Source: an optimization exercise on an open RTL-to-GDS flow (aim: small area). Production flows keep margins and buffers that such runs may drop. Where RTL was checked, it was by simulation tests only, not by an equivalence proof against the original. Power is estimated from default activity; no workload was simulated.

## calc_logic
module calc_logic(
   input clk,
   input rst,
   input [4:0] keycode,
   input newkey,
   output [15:0] Xdisplay,
   output LED_NEG_digit,
   output LED_OVW
   );
Size: roughly 38 flip-flops, about 26 I/O pins, ~5000 um^2 of cells after synthesis.
==> flow/config.mk <==
export PLATFORM = sky130hd
export DESIGN_NAME = calc_logic
export DESIGN_NICKNAME = calc_logic
export VERILOG_FILES = /design/flow/design.v
export SDC_FILE = /design/flow/constraint.sdc
export NUM_CORES = 4
export LEC_CHECK = 0
export CAP_MARGIN = 20
export CORE_MARGIN = 2
export CORE_UTILIZATION = 40
export GPL_TIMING_DRIVEN = 0
export SLEW_MARGIN = 20
export SYNTH_HIERARCHICAL = 1
export SYNTH_MINIMUM_KEEP_SIZE = 0
==> flow/constraint.sdc <==
create_clock -name core_clock -period 8.0 [get_ports {clk}]
set_input_delay 1.6000 -clock core_clock [delete_from_list [all_inputs] [get_ports {clk}]]
set_output_delay 1.6000 -clock core_clock [all_outputs]
set_load 0.01 [all_outputs]
standard.sh (not shown) runs the stock make flow with config.mk's settings and CLKGATE_MAP_FILE= SYNTH_SCRIPT=/design/flow/synth_recipe.tcl, a recipe that flattens the netlist after the stock synthesis.
==> flow/flow/run.sh <==
#!/bin/bash
# Standard ORFS layout (the standard.sh, standard synthesis unchanged) with two
# layout-only tweaks: plain buf_1 port buffers and no CTS dummy loads.
set -euo pipefail
bash standard.sh \
  "BUFFER_PORTS_ARGS=-buffer_cell sky130_fd_sc_hd__buf_1" \
  "CTS_ARGS=-sink_clustering_enable -repair_clock_nets -buf_list sky130_fd_sc_hd__clkbuf_8 -dont_use_dummy_load" \
  finish > flow_make.log 2>&1
Next try:
==> flow/flow/run.sh (replaced) <==
#!/bin/bash
# Standard ORFS layout (the standard.sh, standard synthesis unchanged) with two
# layout-only tweaks: plain buf_1 port buffers and no CTS dummy loads.
set -euo pipefail
bash standard.sh \
  "BUFFER_PORTS_ARGS=-buffer_cell sky130_fd_sc_hd__buf_1" \
  "CTS_ARGS=-sink_clustering_enable -repair_clock_nets -buf_list sky130_fd_sc_hd__clkbuf_8 -dont_use_dummy_load -sink_clustering_size 20 -sink_clustering_max_diameter 300" \
  finish > flow_make.log 2>&1
--- a/flow/config.mk
+++ b/flow/config.mk
@@ -9,5 +9,4 @@
 export CORE_MARGIN = 2
 export CORE_UTILIZATION = 40
-export GPL_TIMING_DRIVEN = 0
 export SLEW_MARGIN = 20
 export SYNTH_HIERARCHICAL = 1
Effect:
- The changed run ran to the end with no violations
- via count falls by 1.2%
- total power rose by 2.8%
- sequential power goes up by about 2%
- utilization decreases by 1.5 points
- wire length grows by 3.4%
- clock-buffer cell count is unchanged
- sequential share of layout area came out higher by 0.64 points
- critical path depth shrinks by 2
- sequential cell count does not change
- design area decreases by 3.3%
- synthesized area stays the same
Next try:
==> flow/flow/run.sh (replaced) <==
#!/bin/bash
# Standard ORFS layout (the standard.sh, standard synthesis unchanged) with two
# layout-only tweaks: plain buf_1 port buffers and no CTS dummy loads.
set -euo pipefail
bash standard.sh \
  "BUFFER_PORTS_ARGS=-buffer_cell sky130_fd_sc_hd__buf_1" \
  "CTS_ARGS=-sink_clustering_enable -repair_clock_nets -buf_list sky130_fd_sc_hd__clkbuf_8 -dont_use_dummy_load" \
  finish > flow_make.log 2>&1
--- a/flow/config.mk
+++ b/flow/config.mk
@@ -6,8 +6,8 @@
 export NUM_CORES = 4
 export LEC_CHECK = 0
-export CAP_MARGIN = 20
+export CAP_MARGIN = 0
 export CORE_MARGIN = 2
 export CORE_UTILIZATION = 40
-export SLEW_MARGIN = 20
+export SLEW_MARGIN = 0
 export SYNTH_HIERARCHICAL = 1
 export SYNTH_MINIMUM_KEEP_SIZE = 0
=>
- The changed run completed without violations
- worst hold slack hardly moves
- wire length barely changes
- sequential power barely changes
- sequential share of layout area hardly moves
- global-route usage stays the same
- maximum frequency hardly moves
- clock power stays flat
- sequential cell count is unchanged
Next try:
--- a/flow/config.mk
+++ b/flow/config.mk
@@ -6,8 +6,8 @@
 export NUM_CORES = 4
 export LEC_CHECK = 0
-export CAP_MARGIN = 0
+export CAP_MARGIN = 20
 export CORE_MARGIN = 2
-export CORE_UTILIZATION = 40
-export SLEW_MARGIN = 0
+export CORE_UTILIZATION = 30
+export SLEW_MARGIN = 20
 export SYNTH_HIERARCHICAL = 1
 export SYNTH_MINIMUM_KEEP_SIZE = 0
=> Design area goes up by about 1.4%; total power shrinks by 3.6%; clock-buffer cell count stays the same; setup slack got worse by 0.012 ns; hold slack gets worse by 0.0081 ns.

========
## run A
Another version of the RTL of calc_logic (not shown whole).
Size in the first run: ~490 cells after synthesis, roughly 26 I/O pins, roughly 0.0050 sq mm of cells after synthesis.
Design calc_logic, start of the top module:
module calc_logic(
   input clk,
   input rst,
   input [4:0] keycode,
   input newkey,
   output [15:0] Xdisplay,
   output LED_NEG_digit,
   output LED_OVW
   );
export LEC_CHECK = 0
export CAP_MARGIN = 20
export CORE_MARGIN = 2
export CORE_UTILIZATION = 40
export SLEW_MARGIN = 20
export SYNTH_HIERARCHICAL = 1
export SYNTH_MINIMUM_KEEP_SIZE = 0
create_clock -name core_clock -period 8.0 [get_ports {clk}]
==> flow/flow/run.sh <==
#!/bin/bash
# Standard ORFS layout (the standard.sh, standard synthesis unchanged) with three
# layout-only tweaks: plain buf_1 port buffers, no CTS dummy loads, and a power/area
# recovery pass (downsizing of gates off the critical path) after global routing.
set -euo pipefail
bash standard.sh \
  "BUFFER_PORTS_ARGS=-buffer_cell sky130_fd_sc_hd__buf_1" \
  "CTS_ARGS=-sink_clustering_enable -repair_clock_nets -buf_list sky130_fd_sc_hd__clkbuf_8 -dont_use_dummy_load" \
  "RECOVER_POWER=100" \
  finish > flow_make.log 2>&1
In run A the implementation ran to completion but is not tape-out ready, as the final checks report capacitance limit, slew limit.
The following lists how run B was set up differently from run A:
==> flow/flow/run.sh <==
#!/bin/bash
# Standard ORFS layout (the standard.sh, standard synthesis unchanged) with two
# layout-only tweaks: plain buf_1 port buffers and no CTS dummy loads.
set -euo pipefail
bash standard.sh \
  "BUFFER_PORTS_ARGS=-buffer_cell sky130_fd_sc_hd__buf_1" \
  "CTS_ARGS=-sink_clustering_enable -repair_clock_nets -buf_list sky130_fd_sc_hd__clkbuf_8 -dont_use_dummy_load" \
  finish > flow_make.log 2>&1
-- flow/config.mk --
<<< run A, line 10
export CORE_UTILIZATION = 40
export SLEW_MARGIN = 20
>>> run B, line 10
export CORE_UTILIZATION = 40
export GPL_TIMING_DRIVEN = 0
export SLEW_MARGIN = 20
[summary]
Run B finished end to end and its layout was clean on timing, DRC and antenna. Compared with run A, run B shows a via count that is 94 higher. Looking at synthesis-to-layout area growth, run B sits 0.65 points higher than run A does. Non-clock buffer count: run B lower than run A. Between run A and run B, the cell count went down. Run B vs. run A: endpoint arrival time on the critical path went up by 0.07 ns. From run A to run B the numbers moved as follows: clock period minus worst slack increased by 0.11 ns relative to the old numbers; portion of total power attributed to sequential cells decreased by 0.6 points relative to the old numbers. Against run A, final standard cell area without fillers in run B came out worse. Row overall routed net length: run B higher / run A lower. In the flow results for run B and run A, the post-route clock period utilization is larger on run B. Run A reports its origin of the worst setup path as keycode[2] while run B reports keycode[1]. Total power: run B above run A.
What run C does differently from run B at the input level:
-- flow/config.mk --
<<< run B, line 10
export CORE_UTILIZATION = 40
export GPL_TIMING_DRIVEN = 0
export SLEW_MARGIN = 20
>>> run C, line 10
export CORE_UTILIZATION = 40
export SLEW_MARGIN = 20
Results
[run C vs run B] worst-case register-to-register setup slack: higher in run C
Diff run B..run C | total number of cells along the worst setup path | unchanged
Run C — synthesis-to-finish area growth 0.43 points lower, run B as reference
From run B to run C the numbers moved as follows: total power lost 1.6%; minimum period implied by the final worst setup slack lost 0.11 ns; final area shrank by 21 sq um.
Compared to run B, run C has hold slack 0.0080 ns higher.
Diff run C and run B: maximum fanout encountered on the critical timing path higher in run C
Relative to run B, run C improves setup slack.
When the final numbers for run C and run B were put side by side, the switching power turned out to be smaller in run C.
No functional check of the RTL was part of any run of this note.

========
calc_logic, a different RTL version from the one above (not shown whole).
Size in the first run: ~460 cells after synthesis, roughly 38 flip-flops, ~0.0049 sq mm of cells after synthesis.
export LEC_CHECK = 0
export CAP_MARGIN = 20
export CORE_MARGIN = 2
export CORE_UTILIZATION = 40
export SLEW_MARGIN = 20
export SYNTH_HIERARCHICAL = 1
export SYNTH_MINIMUM_KEEP_SIZE = 0
create_clock -name core_clock -period 8.0 [get_ports {clk}]
==> flow/flow/run.sh <==
#!/bin/bash
# Standard ORFS layout (the standard.sh, standard synthesis unchanged) with two
# layout-only tweaks: plain buf_1 port buffers and no CTS dummy loads.
set -euo pipefail
bash standard.sh \
  "BUFFER_PORTS_ARGS=-buffer_cell sky130_fd_sc_hd__buf_1" \
  "CTS_ARGS=-sink_clustering_enable -repair_clock_nets -buf_list sky130_fd_sc_hd__clkbuf_8 -dont_use_dummy_load" \
  finish > flow_make.log 2>&1
The baseline finished with timing, DRC and antenna clean.
Then changed:
--- a/flow/flow/run.sh
+++ b/flow/flow/run.sh
@@ -7,2 +7,3 @@
   "CTS_ARGS=-sink_clustering_enable -repair_clock_nets -buf_list sky130_fd_sc_hd__clkbuf_8 -dont_use_dummy_load" \
+  "GPL_KEEP_OVERFLOW=0" \
   finish > flow_make.log 2>&1
The new run finished with timing, DRC and antenna clean.
Flip-flop and latch count does not change.
Final area rises slightly.
Count of clock-buffer cells in the layout stays the same.
Wire length came out higher slightly.
Area after synthesis does not change.
Die area stays the same.
Utilization is higher by 0.21 points.
Combinational power barely changes.
Global-route usage is about the same.

========
Another version of the RTL of calc_logic (not shown whole).
Size in the first run: ~26 I/O pins.
==> flow/design.v (excerpt) <==
module calc_logic(
   input clk,
   input rst,
   input [4:0] keycode,
   input newkey,
   output [15:0] Xdisplay,
   output LED_NEG_digit,
   output LED_OVW
   );
   reg [17:0] X, Y;
   reg [1:0] OP;
   assign Xdisplay = X[15:0];
   assign LED_OVW = X[16];
   assign LED_NEG_digit = X[17];
   wire digit  = newkey & keycode[4];
   wire optr   = newkey & (keycode[4:2] == 3'b010);
   wire clra   = newkey & (keycode == 5'b00100);
   wire equals = newkey & (keycode == 5'b00011);
   wire sqr    = newkey & (keycode == 5'b00001);
   wire chs    = newkey & (keycode == 5'b00010);
   wire eq_add = equals & (OP == 2'b11);
   wire eq_sub = equals & (OP == 2'b10);
   wire eq_mul = equals & (OP == 2'b01);
   wire hold   = ~newkey | (keycode == 5'b00000) | (keycode == 5'b00101) |
                 (keycode == 5'b00110) | (keycode == 5'b00111) |
                 (keycode == 5'b01101) | (keycode == 5'b01110) |
                 (keycode == 5'b01111) | (equals & (OP == 2'b00));
   wire ysel   = eq_add | eq_sub;
   wire c_one  = hold | eq_add | eq_sub | chs;    
   wire c_neg  = eq_sub | chs;                    
   wire [8:0] one, two, neg;
   wire one2_top;
   wire [3:0] C = ({4{ysel}} & Y[3:0]) | ({4{digit}} & keycode[3:0]);
   wire [17:0] B = ({18{sqr}} & X) | ({18{eq_mul}} & Y);
   wire [8:0] e_one, e_two, e_neg;
  ...
make LEC_CHECK=0 CAP_MARGIN=20 CORE_MARGIN=2 CORE_UTILIZATION=40 CTS_BUF_LIST=sky130_fd_sc_hd__clkbuf_4 SLEW_MARGIN=20 SYNTH_HIERARCHICAL=1 SYNTH_MINIMUM_KEEP_SIZE=0 finish   # period 8.0 ns
run.sh (not shown) runs the stock make flow with config.mk's settings and CLKGATE_MAP_FILE= SYNTH_SCRIPT=/design/flow/synth_recipe.tcl, a recipe that flattens the netlist after the stock synthesis.
Stock flow here: none of the scripts above is used.
==> next run, changes <==
- CTS_CLUSTER_SIZE: not set -> 8
Outcome:
- setup slack stays the same
- worst hold slack is unchanged
- sequential cell count is unchanged
- final area does not change
- global-route usage stays the same
- power does not change
- critical path depth does not change
- synthesized area is unchanged
==> next run, changes <==
- CTS_BUF_LIST: sky130_fd_sc_hd__clkbuf_4 -> sky130_fd_sc_hd__clkbuf_8
- CTS_CLUSTER_SIZE: 8 -> not set
Sequential power stays flat; global-route usage climbs by 0.16 points; synthesized cell count does not change; combinational power stays flat; cell area hardly moves; worst setup slack degrades by 0.059 ns; die area does not change; power climbs by 2.2%; area after synthesis stays the same; first-iteration DRC count drops by 11%; sequential share of layout area hardly moves.
==> next run, changes <==
==> flow/flow/run.sh (new file) <==
#!/bin/bash
# Standard ORFS layout (the standard.sh, standard synthesis unchanged) with three
# layout-only tweaks: plain buf_1 port buffers, no CTS dummy loads, and a power/area
# recovery pass (downsizing of gates off the critical path) after global routing.
set -euo pipefail
bash standard.sh \
  "BUFFER_PORTS_ARGS=-buffer_cell sky130_fd_sc_hd__buf_1" \
  "CTS_ARGS=-sink_clustering_enable -repair_clock_nets -buf_list sky130_fd_sc_hd__clkbuf_8 -dont_use_dummy_load" \
  "RECOVER_POWER=100" \
  finish > flow_make.log 2>&1
==> flow/standard.sh (new file) <==
#!/bin/bash
# synth_recipe.tcl (not shown) runs the flow's synth.tcl, then flattens the netlist and writes it again
# the make line also repeats each setting of config.mk as NAME=value (left out here)
make -C /OpenROAD-flow-scripts/flow DESIGN_CONFIG=/design/flow/config.mk WORK_HOME=/design/flow/orfs CLKGATE_MAP_FILE= SYNTH_SCRIPT=/design/flow/synth_recipe.tcl "${@:-finish}"
removed: flow/run.sh
After rerunning: Die area is unchanged; design area decreases by 4.7%; routed wire length increases by 0.45%.

==> port drivers added, routing unchanged <==
How much do the figures lean on ideal ports? The routed layouts below were timed once more, with nothing changed but the port constraints. Step 1: set_driving_cell puts a clkbuf_16 on clk and a buf_2 on each other input, an assumption about the parent block. Step 2 adds t to the input delays and takes it off the output delays; t is the mean of the earliest and latest rising clock arrival at the registers after step 1. Input paths then give back, and output paths get back, about the clock's delay inside the block. Three values: ideal ports, drivers, drivers and shift; two values: the first two.
| run | t, ns | setup WS [ns] | worst setup path at the end | clock arrival spread, ns |
|---|---|---|---|---|
| the first run of note 1 | 0.330 | 0.353 / 0.364 / 0.034 | input to register | 0.020 / 0.021 |
| the second run of note 1 | 0.318 | 0.407 / 0.414 / 0.096 | input to register | 0.010 / 0.009 |
| the third run of note 1 | 0.319 | 0.430 / 0.437 / 0.118 | input to register | 0.006 / 0.006 |
| the fourth run of note 1 | 0.336 | 0.418 / 0.430 / 0.094 | input to register | 0.021 / 0.021 |
| run A | 0.331 | 0.368 / 0.376 / 0.046 | input to register | 0.013 / 0.013 |
| run B | 0.331 | 0.261 / 0.270 / -0.061 | input to register | 0.011 / 0.010 |
| run C | 0.331 | 0.367 / 0.374 / 0.043 | input to register | 0.013 / 0.013 |
| the first run of note 3 | 0.322 | 0.455 / 0.465 / 0.143 | input to register | 0.016 / 0.016 |
| the second run of note 3 | 0.330 | 0.265 / 0.278 / -0.052 | input to register | 0.024 / 0.025 |
| the first run of note 4 | 0.395 | 0.605 / 0.617 / 0.222 | input to register | 0.009 / 0.010 |
| the second run of note 4 | 0.395 | 0.605 / 0.617 / 0.222 | input to register | 0.009 / 0.010 |
| the third run of note 4 | 0.336 | 0.545 / 0.553 / 0.218 | input to register | 0.007 / 0.007 |
| the fourth run of note 4 | 0.325 | 0.632 / 0.639 / 0.315 | input to register | 0.014 / 0.013 |
Met with ideal ports but missed after step 2: setup timing in run B and the second run of note 3.
